This is an optimization exercise on Yosys and OpenROAD, whose aim is small area and a short achievable clock period, not a production implementation. The RTL was checked by simulation tests, not by an equivalence proof against the original design.

==> flow/design.v <==
module top_pip(input [15:0] X,Y,
input [3:0] sn_1,
input clk,
input reset,
input [15:0] theta_in,
output reg [3:0] sn_op,
output reg [15:0] theta_op,
output reg [15:0] Xo,Yo);
wire [14:0] t = theta_in[14:0];
reg  [3:0]  s_c;
reg  [14:0] th_fin;
integer j;
always @* begin
    s_c = 4'd15;
    for (j = 1; j <= 13; j = j + 1)
        if (t[j]) s_c = 15 - j;
    if (t[14]) s_c = 4'd2;
end
always @* begin
    for (j = 0; j <= 12; j = j + 1)
        th_fin[j] = t[j] & ~(t[j+1] & ~|(t >> (j+2)));
    th_fin[13] = t[13];
    th_fin[14] = 1'b0;
    if (t[14]) th_fin = {3'b010, t[11:0]};
end
wire [3:0] s_1 = theta_in[15] ? 4'd15 : s_c;
wire [15:0] xo_w [1:10];
wire [15:0] yo_w [1:10];
rot1 r1 (.xn(X), .yn(Y), .i(sn_1), .xo(xo_w[1]), .yo(yo_w[1]));
reg [15:0] x2r, y2r;
reg [11:0] th2r;
reg [3:0]  i2r, c2r;    
always @(posedge clk) begin
    x2r <= xo_w[1]; y2r <= yo_w[1];
    th2r <= th_fin[11:0];
    i2r <= s_1;
    c2r <= s_c;
end
rot r2 (.xn(x2r), .yn(y2r), .i(i2r), .xo(xo_w[2]), .yo(yo_w[2]));
wire [11:0] th_w [2:10];
wire [3:0]  i_w  [2:10];
assign th_w[2] = th2r;
assign i_w[2]  = c2r;
genvar k;
generate
    for (k = 3; k <= 10; k = k + 1) begin : st
        reg [15:0] xr, yr;
        reg [11:0] thr;
        reg [3:0]  ir;
        always @(posedge clk) begin
            xr  <= xo_w[k-1];
            yr  <= yo_w[k-1];
            thr <= th_w[k-1];
            ir  <= i_w[k-1];
        end
        rot rk (.xn(xr), .yn(yr), .i(ir), .xo(xo_w[k]), .yo(yo_w[k]));
        assign th_w[k] = thr;
        assign i_w[k]  = ir;
    end
endgenerate
always @(posedge clk) begin
    if (reset) begin
        Xo <= 0;
        Yo <= 0;
        sn_op <= 0;
        theta_op <= 0;
    end else begin
        Xo <= xo_w[10];
        Yo <= yo_w[10];
        sn_op <= i_w[10];
        theta_op <= {2'b00, i_w[10] == 4'd2, i_w[10] == 4'd3, th_w[10]};
    end
end
endmodule
module shr16(input [15:0] a, input [3:0] s, output [15:0] y);
wire [15:0] l1 = s[0] ? {1'b0, a[15:1]}  : a;
wire [15:0] l2 = s[1] ? {2'b0, l1[15:2]} : l1;
wire [15:0] l4 = s[2] ? {4'b0, l2[15:4]} : l2;
assign y       = s[3] ? {8'b0, l4[15:8]} : l4;
endmodule
module add4(input [15:0] a, b, c, d, output [15:0] y);
wire [15:0] s1 = a ^ b ^ c;
wire [15:0] c1 = {(a[14:0] & b[14:0]) | (a[14:0] & c[14:0]) | (b[14:0] & c[14:0]), 1'b0};
wire [15:0] s2 = s1 ^ c1 ^ d;
wire [15:0] c2 = {(s1[14:0] & c1[14:0]) | (s1[14:0] & d[14:0]) | (c1[14:0] & d[14:0]), 1'b0};
assign y = s2 + c2;
endmodule
module rot1(input [15:0] xn, yn,
            input [3:0] i,
            output [15:0] xo, yo);
function [3:0] op2f(input [3:0] i);
    case (i)
        4'd0: op2f = 4'd2;   4'd1: op2f = 4'd5;   4'd2: op2f = 4'd8;   4'd3: op2f = 4'd11;
        4'd4: op2f = 4'd14;  4'd5: op2f = 4'd1;   4'd6: op2f = 4'd4;   4'd7: op2f = 4'd7;
        4'd8: op2f = 4'd10;  4'd9: op2f = 4'd13;  4'd10: op2f = 4'd0;  4'd11: op2f = 4'd3;
        4'd12: op2f = 4'd6;  4'd13: op2f = 4'd9;  4'd14: op2f = 4'd12; default: op2f = 4'd15;
    endcase
endfunction
wire [3:0] op2 = op2f(i);
wire [15:0] x1, y1, x2, y2, xi, yi;
assign x1 = {1'b0, xn[15:1]} >> {i[2:0], 1'b0};
assign y1 = {1'b0, yn[15:1]} >> {i[2:0], 1'b0};
shr16 sx2 (.a(xn), .s(op2), .y(x2));
shr16 sy2 (.a(yn), .s(op2), .y(y2));
shr16 sxi (.a(xn), .s(i),   .y(xi));
shr16 syi (.a(yn), .s(i),   .y(yi));
add4 ax (.a(xn), .b(x1), .c(y2), .d(yi), .y(xo));
add4 ay (.a(yn), .b(y1), .c(x2), .d(xi), .y(yo));
endmodule
module rot(input [15:0] xn, yn,
           input [3:0] i,
           output [15:0] xo, yo);
function [3:0] op2f(input [3:0] i);
    case (i)
        4'd0: op2f = 4'd2;   4'd1: op2f = 4'd5;   4'd2: op2f = 4'd8;   4'd3: op2f = 4'd11;
        4'd4: op2f = 4'd14;  4'd5: op2f = 4'd1;   4'd6: op2f = 4'd4;   4'd7: op2f = 4'd7;
        4'd8: op2f = 4'd10;  4'd9: op2f = 4'd13;  4'd10: op2f = 4'd0;  4'd11: op2f = 4'd3;
        4'd12: op2f = 4'd6;  4'd13: op2f = 4'd9;  4'd14: op2f = 4'd12; default: op2f = 4'd15;
    endcase
endfunction
wire [3:0] op2 = op2f(i);
wire [3:0] u = i - 4'd2;                        
wire [15:0] x1 = {1'b0, xn[15:1]} >> {i[2:0], 1'b0};
wire [15:0] y1 = {1'b0, yn[15:1]} >> {i[2:0], 1'b0};
wire [15:0] x2, y2, xi, yi;
shr16 sx2 (.a(xn), .s(op2), .y(x2));
shr16 sy2 (.a(yn), .s(op2), .y(y2));
shr16 sxi (.a({2'b0, xn[15:2]}), .s(u), .y(xi));
shr16 syi (.a({2'b0, yn[15:2]}), .s(u), .y(yi));
add4 ax (.a(xn), .b(x1), .c(y2), .d(yi), .y(xo));
add4 ay (.a(yn), .b(y1), .c(x2), .d(xi), .y(yo));
endmodule
==> flow/config.mk <==
export PLATFORM = sky130hd
export DESIGN_NAME = top_pip
export DESIGN_NICKNAME = top_pip
export VERILOG_FILES = /design/flow/design.v
export SDC_FILE = /design/flow/constraint.sdc
export NUM_CORES = 4
export LEC_CHECK = 0
export ABC_AREA = 1
export CAP_MARGIN = 20
export CORE_MARGIN = 2
export CORE_UTILIZATION = 40
export SETUP_SLACK_MARGIN = 1.35
export SLEW_MARGIN = 20
==> flow/constraint.sdc <==
create_clock -name core_clock -period 5.5 [get_ports {clk}]
set_input_delay 1.1000 -clock core_clock [delete_from_list [all_inputs] [get_ports {clk}]]
set_output_delay 1.1000 -clock core_clock [all_outputs]
set_load 0.01 [all_outputs]
standard.sh (not shown) runs the stock make flow with config.mk's settings and CLKGATE_MAP_FILE= SYNTH_SCRIPT=/design/flow/synth_recipe.tcl, a recipe that flattens the netlist after the stock synthesis.
==> flow/flow/run.sh <==
#!/bin/bash
# The standard layout, with Yosys's generic synthesis run without its quick
# ABC pass (SYNTH_ARGS=-noabc): the full adders are then extracted from the
# unmapped logic and need no polarity-fixing inverters.  Everything else,
# including the final ABC mapping, is the standard flow.
set -euo pipefail
bash standard.sh SYNTH_ARGS=-noabc finish > orfs_make.log 2>&1
The baseline went through all stages and came out clean.
Next try:
- SETUP_SLACK_MARGIN: 1.35 -> not set
=>
- count of clock-buffer cells in the layout rises by 7
- design area goes down by 8.0%
- global-route usage increases by 0.95 points
- worst setup slack got worse by 740 ps
- synthesized cell count stays the same
- utilization drops by 3.8 points
- first-iteration DRC count goes down by 7.9%
- via count came out lower by about 3%
- cell count falls by about 1.3%
- die area does not change
Next try:
- SETUP_SLACK_MARGIN: not set -> 1.6
After rerunning: Via count goes up by 7.0%. Synthesized area is unchanged. Global-route usage goes up by 0.81 points. Clock skew goes up by 6.3 ps. Worst setup slack improved by 830 ps. Die area stays the same. Fmax goes up by 20%. Final area goes up by 20%.
Next try:
==> flow/flow/run.sh (replaced) <==
#!/bin/bash
# The standard layout, with two synthesis options changed:
#  - Yosys's generic synthesis runs without its quick ABC pass
#    (SYNTH_ARGS=-noabc), so the full adders are extracted from the unmapped
#    logic and need no polarity-fixing inverters;
#  - the carry-propagate adders use Yosys's own Brent-Kung carry-lookahead
#    instead of the Kogge-Stone extra map (SYNTH_OPERATIONS_ARGS holds only
#    -nofsm, which the standard flow's synthesis passes anyway).
# Everything else, including the final ABC mapping, is the standard flow.
set -euo pipefail
bash standard.sh SYNTH_ARGS=-noabc SYNTH_OPERATIONS_ARGS=-nofsm finish > orfs_make.log 2>&1
- SETUP_SLACK_MARGIN: 1.6 -> not set
After rerunning: Routed wire length went down by about a fifth. Utilization went down by 8.0 points. Cell count went down by a little under a tenth. Sequential cell count is unchanged. Setup slack gets worse by 1100 ps. Final area went down by about a fifth.

========
## oak
// top_pip: RTL as listed in full above, without the edits since
Settings: LEC_CHECK=0, ABC_AREA=1, CAP_MARGIN=20, CORE_MARGIN=2, CORE_UTILIZATION=40, SETUP_SLACK_MARGIN=1.2, SLEW_MARGIN=20; clock period 5.5 ns.
==> flow/flow/run.sh <==
#!/bin/bash
# The standard layout, with Yosys's generic synthesis run without its quick
# ABC pass (SYNTH_ARGS=-noabc): the full adders are then extracted from the
# unmapped logic and need no polarity-fixing inverters.  Everything else,
# including the final ABC mapping, is the standard flow.
set -euo pipefail
bash standard.sh SYNTH_ARGS=-noabc finish > orfs_make.log 2>&1
Edits applied to the flow inputs when going from oak to pine:
--- a/flow/config.mk
+++ b/flow/config.mk
@@ -10,4 +10,4 @@
 export CORE_MARGIN = 2
 export CORE_UTILIZATION = 40
-export SETUP_SLACK_MARGIN = 1.2
+export SETUP_SLACK_MARGIN = 0.3
 export SLEW_MARGIN = 20
[summary]
Summary of pine over oak: achievable frequency down about 15%; combined area of the multi-input logic cells decreased 1900 sq um.
pine vs oak: post-detailed-routing wire length down slightly
[inputs] birch vs pine
--- a/flow/config.mk
+++ b/flow/config.mk
@@ -10,4 +10,4 @@
 export CORE_MARGIN = 2
 export CORE_UTILIZATION = 40
-export SETUP_SLACK_MARGIN = 0.3
+export SETUP_SLACK_MARGIN = 2.0
 export SLEW_MARGIN = 20
## What came out
[compare] base=pine new=birch: data arrival time of the worst path went down by 0.88 ns. Compared with pine, in birch final critical-path share of the clock period moved down, overall routed net length rose 13%, wire length of the first global-routing pass higher.
### birch -> maple
--- a/flow/config.mk
+++ b/flow/config.mk
@@ -10,4 +10,4 @@
 export CORE_MARGIN = 2
 export CORE_UTILIZATION = 40
-export SETUP_SLACK_MARGIN = 2.0
+export SETUP_SLACK_MARGIN = 1.0
 export SLEW_MARGIN = 20
## What came out
maple finished every step from synthesis to the final layout, and the layout passed the timing, DRC and antenna checks. The worst-case setup margin in the final layout of maple was inferior to that of birch. Diff birch -> maple: synthesized cell count has remained practically unchanged; proportion of cell area occupied by multi-input gates up 2.9 points; number of cells upsized or downsized after cts saw a decrease; number of clock buffers inserted by TritonCTS higher. Diff birch -> maple: filler cell count in the final layout picked up an extra 2063; count of clock-buffer cells in the layout now sits higher; critical path depth went down 4.

========
RTL: the design.v shown in full above, as it stands there.
Settings: LEC_CHECK=0, ABC_AREA=1, CAP_MARGIN=20, CORE_MARGIN=2, CORE_UTILIZATION=40, SETUP_SLACK_MARGIN=0.8, SLEW_MARGIN=20; clock period 5.5 ns.
Scripts as last shown in full above: flow/flow/run.sh
The baseline completed with no timing, DRC or antenna violations.
Rerun with:
CORE_UTILIZATION = 55   (was 40)
SETUP_SLACK_MARGIN = unset   (was 0.8)
The new run passed the timing, DRC and antenna checks.
First-iteration DRC count climbs by roughly a tenth.
Register-to-register slack is worse by 500 ps.
Cell area drops by a few percent.
Utilization climbs by 15 points.
Area after synthesis does not change.
Sequential share of layout area climbs by 0.53 points.
Setup slack is worse by 500 ps.
Cell count drops by a few percent.

========
main:
Another version of the RTL of top_pip (not shown whole).
Size in the first run: about 7400 cells after synthesis, about 520 flip-flops.
export LEC_CHECK = 0
export CAP_MARGIN = 20
export CORE_MARGIN = 2
export CORE_UTILIZATION = 40
export CTS_BUF_LIST = sky130_fd_sc_hd__clkbuf_8 sky130_fd_sc_hd__clkbuf_4
export CTS_CLUSTER_SIZE = 24
export SLEW_MARGIN = 20
create_clock -name core_clock -period 5.5 [get_ports {clk}]
Scripts as last shown in full above: flow/flow/run.sh
main ran to completion and came out clean on the timing, DRC and antenna checks.
--- input diff main..the feature branch ---
Settings: CTS_BUF_LIST removed (was sky130_fd_sc_hd__clkbuf_8 sky130_fd_sc_hd__clkbuf_4); ABC_AREA newly set to 1; CTS_CLUSTER_SIZE removed (was 24).
==> flow/flow/run.sh <==
#!/bin/bash
# The standard layout, with two synthesis options changed:
#  - Yosys's generic synthesis runs without its quick ABC pass
#    (SYNTH_ARGS=-noabc), so the full adders are extracted from the unmapped
#    logic and need no polarity-fixing inverters;
#  - the carry-propagate adders use Yosys's own Brent-Kung carry-lookahead
#    instead of the Kogge-Stone extra map (SYNTH_OPERATIONS_ARGS holds only
#    -nofsm, which the standard flow's synthesis passes anyway).
# Everything else, including the final ABC mapping, is the standard flow.
set -euo pipefail
bash standard.sh SYNTH_ARGS=-noabc SYNTH_OPERATIONS_ARGS=-nofsm finish > orfs_make.log 2>&1
[compare] base=main new=the feature branch: clock buffer count in the final layout fell by 40; total area of multi-input combinational cells fell by 13%; met1 layer wirelength in the final routing fell by 1.4%.

========
top_pip, a different RTL version from the one above (not shown whole).
For scale: ~6800 cells after synthesis, ~110 I/O pins, about 62000 sq um of cells after synthesis.
==> flow/config.mk <==
export PLATFORM = sky130hd
export DESIGN_NAME = top_pip
export DESIGN_NICKNAME = top_pip
export VERILOG_FILES = /design/flow/design.v
export SDC_FILE = /design/flow/constraint.sdc
export NUM_CORES = 4
export LEC_CHECK = 0
export CAP_MARGIN = 20
export CORE_MARGIN = 2
export CORE_UTILIZATION = 40
export SLEW_MARGIN = 20
==> flow/constraint.sdc <==
create_clock -name core_clock -period 5.5 [get_ports {clk}]
set_input_delay 1.1000 -clock core_clock [delete_from_list [all_inputs] [get_ports {clk}]]
set_output_delay 1.1000 -clock core_clock [all_outputs]
set_load 0.01 [all_outputs]
==> flow/flow/run.sh <==
#!/bin/bash
# The standard layout, with two synthesis options changed:
#  - Yosys's generic synthesis runs without its quick ABC pass
#    (SYNTH_ARGS=-noabc), so the full adders are extracted from the unmapped
#    logic and need no polarity-fixing inverters;
#  - the carry-propagate adders use Yosys's own Brent-Kung carry-lookahead
#    instead of the Kogge-Stone extra map (SYNTH_OPERATIONS_ARGS holds only
#    -nofsm, which the standard flow's synthesis passes anyway).
# Everything else, including the final ABC mapping, is the standard flow.
set -euo pipefail
bash standard.sh SYNTH_ARGS=-noabc SYNTH_OPERATIONS_ARGS=-nofsm finish > orfs_make.log 2>&1
The first run finished clean.
Change:
==> flow/flow/run.sh (replaced) <==
#!/bin/bash
# The standard layout, with Yosys's generic synthesis run without its quick
# ABC pass (SYNTH_ARGS=-noabc): the full adders are then extracted from the
# unmapped logic and need no polarity-fixing inverters.  Everything else,
# including the final ABC mapping, is the standard flow.
set -euo pipefail
bash standard.sh SYNTH_ARGS=-noabc finish > orfs_make.log 2>&1
What happened: Final area grows by a few percent; cell count came out higher by a few percent; via count went up by a few percent; global-route usage goes up by 0.12 points.
Change:
==> flow/run.sh (new file) <==
#!/bin/bash
# synth_recipe.tcl (not shown) runs the flow's synth.tcl, then flattens the netlist and writes it again
# the make line also repeats each setting of config.mk as NAME=value (left out here)
make -C /OpenROAD-flow-scripts/flow DESIGN_CONFIG=/design/flow/config.mk WORK_HOME=/design/flow/orfs CLKGATE_MAP_FILE= SYNTH_SCRIPT=/design/flow/synth_recipe.tcl finish
--- a/flow/config.mk
+++ b/flow/config.mk
@@ -10,0 +11 @@
+export SETUP_SLACK_MARGIN = 1.0
removed: flow/flow/run.sh
removed: flow/standard.sh
After rerunning:
- cell area came out higher by 15%
- global-route usage barely changes
- area after synthesis is higher by 6.3%
Change:
--- a/flow/config.mk
+++ b/flow/config.mk
@@ -11 +10,0 @@
-export SETUP_SLACK_MARGIN = 1.0
Outcome: The new run finished with timing, DRC and antenna clean. Clock-buffer cell count came out lower by 15. Area after synthesis is unchanged. Register-to-register slack degrades by 720 ps.

[separate check: timing with driven ports]
How much do the figures lean on ideal ports? The routed layouts below were timed once more, with nothing changed but the port constraints. Step 1 sets driving cells, clkbuf_16 on the clock port and buf_2 on the other inputs (assumed; they add their load-dependent delay and slew). Step 2 adds t to the input delays and takes it off the output delays; t is the mean of the earliest and latest rising clock arrival at the registers after step 1. Input paths then give back, and output paths get back, about the clock's delay inside the block. Slacks: no drivers / after step 1 / after step 2; pairs: no drivers / after step 1.
run	t, ns	setup WS [ns]	worst setup path at the end	worst register clock-pin slew, ns	worst data-port slew with drivers (ns)
the first run of note 1	0.758	1.342 / 1.342 / 0.617	input to register	0.06 / 0.06	0.22
the second run of note 1	0.736	0.606 / 0.606 / 0.111	input to register	0.07 / 0.07	0.34
the third run of note 1	0.752	1.435 / 1.435 / 0.784	input to register	0.07 / 0.07	0.31
the fourth run of note 1	0.732	0.288 / 0.288 / -0.351	input to register	0.07 / 0.07	0.22
oak	0.753	1.334 / 1.334 / 0.629	input to register	0.07 / 0.07	0.21
pine	0.736	0.622 / 0.622 / 0.111	input to register	0.07 / 0.07	0.34
birch	0.740	1.439 / 1.439 / 0.811	input to register	0.07 / 0.07	0.08
maple	0.756	1.135 / 1.135 / 0.449	input to register	0.07 / 0.07	0.05
the first run of note 3	0.740	0.929 / 0.929 / 0.301	input to register	0.07 / 0.07	0.35
the second run of note 3	0.746	0.432 / 0.432 / -0.031	input to register	0.07 / 0.07	0.07
main	0.897	0.216 / 0.216 / -0.210	input to register	0.08 / 0.08	0.04
the feature branch	0.729	0.407 / 0.457 / -0.272	input to register	0.07 / 0.07	0.04
the first run of note 5	0.735	0.142 / 0.142 / -0.454	input to register	0.08 / 0.08	0.19
the second run of note 5	0.761	0.287 / 0.287 / -0.295	input to register	0.07 / 0.07	0.23
the third run of note 5	0.752	0.799 / 0.855 / 0.103	input to register	0.08 / 0.08	0.15
the fourth run of note 5	0.780	0.221 / 0.221 / -0.239	input to register	0.07 / 0.07	0.05
With both steps, setup timing fails in 7 of these runs, where it was met with ideal ports. The setup slack of the first run of note 1, which loses most, moves by 0.000 ns with the drivers and by -0.725 ns with both steps.
